Background: an optimization exercise with open tools, aiming at small area, a short achievable clock period and few clock cycles. Do not read the settings as production practice.
Function was checked by simulation only, so behaviour that the tests miss may differ from the original.
Power figures rest on the tool's default switching activity, not on a simulated workload.

## cpu_top
module cpu_top (
    input               clk,
    input               rst_n,
    output      [31:0]  ext_pc,
    input       [31:0]  imem_rdata,
    output      [8:0]   dmem_addr,
    output              dmem_en,
    output      [3:0]   dmem_we,
    output      [31:0]  dmem_wdata,
    input       [31:0]  dmem_rdata
);
reg  [31:0] pc_f;
reg         d_valid;
reg  [31:0] d_ins;
reg  [31:0] d_pc;
reg  [33:1] d_s1, d_s2;
reg         e_wen, e_ld, e_mem, e_jalr;
reg         e_beq, e_bne, e_blt, e_bge, e_bltu, e_bgeu;
reg  [3:0]  e_we;
reg  [4:0]  e_rd;
reg  [31:0] e_a, e_b;
reg  [31:0] e_sd;            
reg         e_fa_m, e_fb_m;  
reg         e_sub;
reg         e_r_add, e_r_slt, e_r_sltu, e_r_xor, e_r_or, e_r_and;
reg         e_r_sll, e_r_sr, e_r_b, e_r_link;
reg         e_sra;
reg  [6:0]  e_ea;            
reg  [1:0]  e_off;           
reg  [2:0]  e_f3;
reg         m_wen, m_ld;
reg  [4:0]  m_rd;
reg  [31:0] m_res;
reg  [1:0]  m_off;
reg  [2:0]  m_f3;
reg         w_wen;
reg  [4:0]  w_rd;
reg  [31:0] w_res;
reg  [31:0] rf [1:31];
wire [31:0] alu_sum;
wire        e_jr;
reg  [31:0] ldata;
wire [6:0] opc = d_ins[6:0];
wire [2:0] f3  = d_ins[14:12];
wire [4:0] rd  = d_ins[11:7];
wire [4:0] rs1 = d_ins[19:15];
  ...
Size in the first run: roughly 5200 cells after synthesis, roughly 1400 flip-flops, ~140 I/O pins, about 67000 um2 of cells after synthesis.
==> flow/config.mk <==
export PLATFORM = sky130hd
export DESIGN_NAME = cpu_top
export DESIGN_NICKNAME = cpu_top
export VERILOG_FILES = /design/flow/design.v
export SDC_FILE = /design/flow/constraint.sdc
export NUM_CORES = 4
export LEC_CHECK = 0
export CAP_MARGIN = 20
export CORE_MARGIN = 2
export CORE_UTILIZATION = 30
export CTS_CLUSTER_DIAMETER = 70
export CTS_CLUSTER_SIZE = 40
export PLACE_DENSITY = 0.45
export SLEW_MARGIN = 20
export SYNTH_HIERARCHICAL = 1
==> flow/constraint.sdc <==
create_clock -name core_clock -period 10.0 [get_ports {clk}]
set_input_delay 2.0000 -clock core_clock [delete_from_list [all_inputs] [get_ports {clk}]]
set_output_delay 2.0000 -clock core_clock [all_outputs]
set_load 0.01 [all_outputs]
standard.sh (not shown) runs the stock make flow with config.mk's settings and CLKGATE_MAP_FILE= SYNTH_SCRIPT=/design/flow/synth_recipe.tcl, a recipe that flattens the netlist after the stock synthesis.
==> flow/flow/run.sh <==
#!/bin/bash
set -euo pipefail
MARGIN=$(cat flow/margin.txt)
bash standard.sh finish SETUP_SLACK_MARGIN=$MARGIN > flow_make.log 2>&1
==> flow/flow/margin.txt <==
6.5
Testbench counts at the start, summed over its fixed seeds: cycles 75,094.
Next try:
--- a/flow/design.v
+++ b/flow/design.v
@@ -2,33 +2,41 @@
     input  [2:0]  s,
     input  [31:0] a,
     input  [31:0] b,
     input  [31:0] c,
     output [31:0] yn
 );
 assign yn = ~(({32{s[0]}} & a) | ({32{s[1]}} & b) | ({32{s[2]}} & c));
 endmodule
+module rf_ao22 (
+    input  [1:0]  s,
+    input  [31:0] a,
+    input  [31:0] b,
+    output [31:0] yn
+);
+assign yn = ~(({32{s[0]}} & a) | ({32{s[1]}} & b));
+endmodule
 `timescale 1ns / 1ps
 module cpu_top (
     input               clk,
     input               rst_n,
     output      [31:0]  ext_pc,
     input       [31:0]  imem_rdata,
     output      [8:0]   dmem_addr,
     output              dmem_en,
     output      [3:0]   dmem_we,
     output      [31:0]  dmem_wdata,
     input       [31:0]  dmem_rdata
 );
 reg  [31:0] pc_f;
 reg         d_valid;
 reg  [31:0] d_ins;
 reg  [31:0] d_pc;
-reg  [33:1] d_s1, d_s2;
+reg  [32:1] d_s1, d_s2;
 reg         e_wen, e_ld, e_mem, e_jalr;
 reg         e_beq, e_bne, e_blt, e_bge, e_bltu, e_bgeu;
 reg  [3:0]  e_we;
 reg  [4:0]  e_rd;
 reg  [31:0] e_a, e_b;
 reg  [31:0] e_sd;            
 reg         e_fa_m, e_fb_m;  
 reg         e_sub;
@@ -38,19 +46,16 @@
 reg  [6:0]  e_ea;            
 reg  [1:0]  e_off;           
 reg  [2:0]  e_f3;
 reg         m_wen, m_ld;
 reg  [4:0]  m_rd;
 reg  [31:0] m_res;
 reg  [1:0]  m_off;
 reg  [2:0]  m_f3;
-reg         w_wen;
-reg  [4:0]  w_rd;
-reg  [31:0] w_res;
 reg  [31:0] rf [1:31];
 wire [31:0] alu_sum;
 wire        e_jr;
 reg  [31:0] ldata;
 wire [6:0] opc = d_ins[6:0];
 wire [2:0] f3  = d_ins[14:12];
 wire [4:0] rd  = d_ins[11:7];
 wire [4:0] rs1 = d_ins[19:15];
@@ -82,18 +87,18 @@
 generate
     for (gi = 0; gi < 10; gi = gi + 1) begin : g_rd
         rf_ao222 u_r1 (.s(d_s1[3*gi+3:3*gi+1]), .a(rf[3*gi+1]), .b(rf[3*gi+2]),
                        .c(rf[3*gi+3]), .yn(yn1[gi]));
         rf_ao222 u_r2 (.s(d_s2[3*gi+3:3*gi+1]), .a(rf[3*gi+1]), .b(rf[3*gi+2]),
                        .c(rf[3*gi+3]), .yn(yn2[gi]));
     end
 endgenerate
-rf_ao222 u_r1x (.s(d_s1[33:31]), .a(rf[31]), .b(m_res), .c(w_res), .yn(yn1[10]));
-rf_ao222 u_r2x (.s(d_s2[33:31]), .a(rf[31]), .b(m_res), .c(w_res), .yn(yn2[10]));
+rf_ao22 u_r1x (.s(d_s1[32:31]), .a(rf[31]), .b(m_res), .yn(yn1[10]));
+rf_ao22 u_r2x (.s(d_s2[32:31]), .a(rf[31]), .b(m_res), .yn(yn2[10]));
 assign v1 = ~(yn1[0] & yn1[1] & yn1[2] & yn1[3] & yn1[4] & yn1[5] & yn1[6] &
               yn1[7] & yn1[8] & yn1[9] & yn1[10]);
 assign v2 = ~(yn2[0] & yn2[1] & yn2[2] & yn2[3] & yn2[4] & yn2[5] & yn2[6] &
               yn2[7] & yn2[8] & yn2[9] & yn2[10]);
 wire e1  = e_wen && (e_rd == rs1);
 wire e2  = e_wen && (e_rd == rs2);
 wire ml1 = m_wen && m_ld && (m_rd == rs1);
 wire ml2 = m_wen && m_ld && (m_rd == rs2);
@@ -141,29 +146,25 @@
         pc_f    <= e_jr ? pc_e : pc_d;
         d_valid <= !e_jr && (hold ? d_valid : !redir);
     end
 end
 wire [4:0] n_rs1 = hold ? rs1 : imem_rdata[19:15];
 wire [4:0] n_rs2 = hold ? rs2 : imem_rdata[24:20];
 wire       n_e1  = e_wen && (e_rd == n_rs1);
 wire       n_e2  = e_wen && (e_rd == n_rs2);
-wire       n_m1  = m_wen && (m_rd == n_rs1);
-wire       n_m2  = m_wen && (m_rd == n_rs2);
-reg  [33:1] n_s1, n_s2;
+reg  [32:1] n_s1, n_s2;
 integer q;
 always @(*) begin
     for (q = 1; q < 32; q = q + 1) begin
-        n_s1[q] = !n_e1 && !n_m1 && (n_rs1 == q);
-        n_s2[q] = !n_e2 && !n_m2 && (n_rs2 == q);
+        n_s1[q] = !n_e1 && (n_rs1 == q);
+        n_s2[q] = !n_e2 && (n_rs2 == q);
     end
     n_s1[32] = n_e1 && !e_ld;
     n_s2[32] = n_e2 && !e_ld;
-    n_s1[33] = !n_e1 && n_m1;
-    n_s2[33] = !n_e2 && n_m2;
 end
 always @(posedge clk) begin
     if (!hold) begin
         d_ins <= imem_rdata;
         d_pc  <= pc_f;
     end
     d_s1 <= n_s1;
     d_s2 <= n_s2;
@@ -311,20 +312,12 @@
                 2'b00: ldata = {{24{dmem_rdata[7]  & ~m_f3[2]}}, dmem_rdata[7:0]};
                 2'b01: ldata = {{24{dmem_rdata[15] & ~m_f3[2]}}, dmem_rdata[15:8]};
                 2'b10: ldata = {{24{dmem_rdata[23] & ~m_f3[2]}}, dmem_rdata[23:16]};
                 2'b11: ldata = {{24{dmem_rdata[31] & ~m_f3[2]}}, dmem_rdata[31:24]};
             endcase
         end
     endcase
 end
-always @(posedge clk or negedge rst_n) begin
-    if (!rst_n) w_wen <= 1'b0;
-    else        w_wen <= m_wen;
-end
-always @(posedge clk) begin
-    w_rd  <= m_rd;
-    w_res <= m_ld ? ldata : m_res;
-end
 always @(posedge clk) begin
-    if (w_wen) rf[w_rd] <= w_res;
+    if (m_wen) rf[m_rd] <= m_ld ? ldata : m_res;
 end
 endmodule
The changed run finished with timing, DRC and antenna clean.
Synthesized cell count drops by about 2%.
Design area drops by 0.90%.
Die area drops by about 2.2%.
Routed wire length drops by 4.5%.
Total power drops by 0.38%.
Via count drops by about 3.8%.
Maximum frequency drops by 3.6%.
Clock skew drops by 24 ps.
Global-route usage drops by 0.43 points.
Count of clock-buffer cells in the layout climbs by 2.
Worst hold slack loses 6.5 ps.
Final cell count drops by about 2.6%.
Setup slack loses 150 ps.
Testbench counts after the change, summed over its fixed seeds: cycles 75,094.

==> separate check: timing with driven ports <==
In the flow no input, the clock included, has a driving cell. The finished layouts below were timed again as built, in two steps.
Step 1 sets driving cells, clkbuf_16 on the clock port and buf_2 on the other inputs (assumed; they add their load-dependent delay and slew).
Step 2 adds t to the input delays and takes it off the output delays; t is the mean of the earliest and latest rising clock arrival at the registers after step 1. Input paths then give back, and output paths get back, about the clock's delay inside the block.
Three values: ideal, step 1, step 2; two values: the first two.
run	shift t [ns]	slack for setup (ns)	latest minus earliest clock arrival (ns)	worst register clock-pin slew, ns
the first run	0.879	6.024 / 6.024 / 5.527	0.073 / 0.072	0.11 / 0.11
the second run	0.859	5.874 / 5.874 / 5.554	0.048 / 0.049	0.10 / 0.10
After both steps every run listed still meets setup and hold. The setup slack of the first run, which loses most, moves by 0.000 ns with the drivers and by -0.497 ns with both steps.
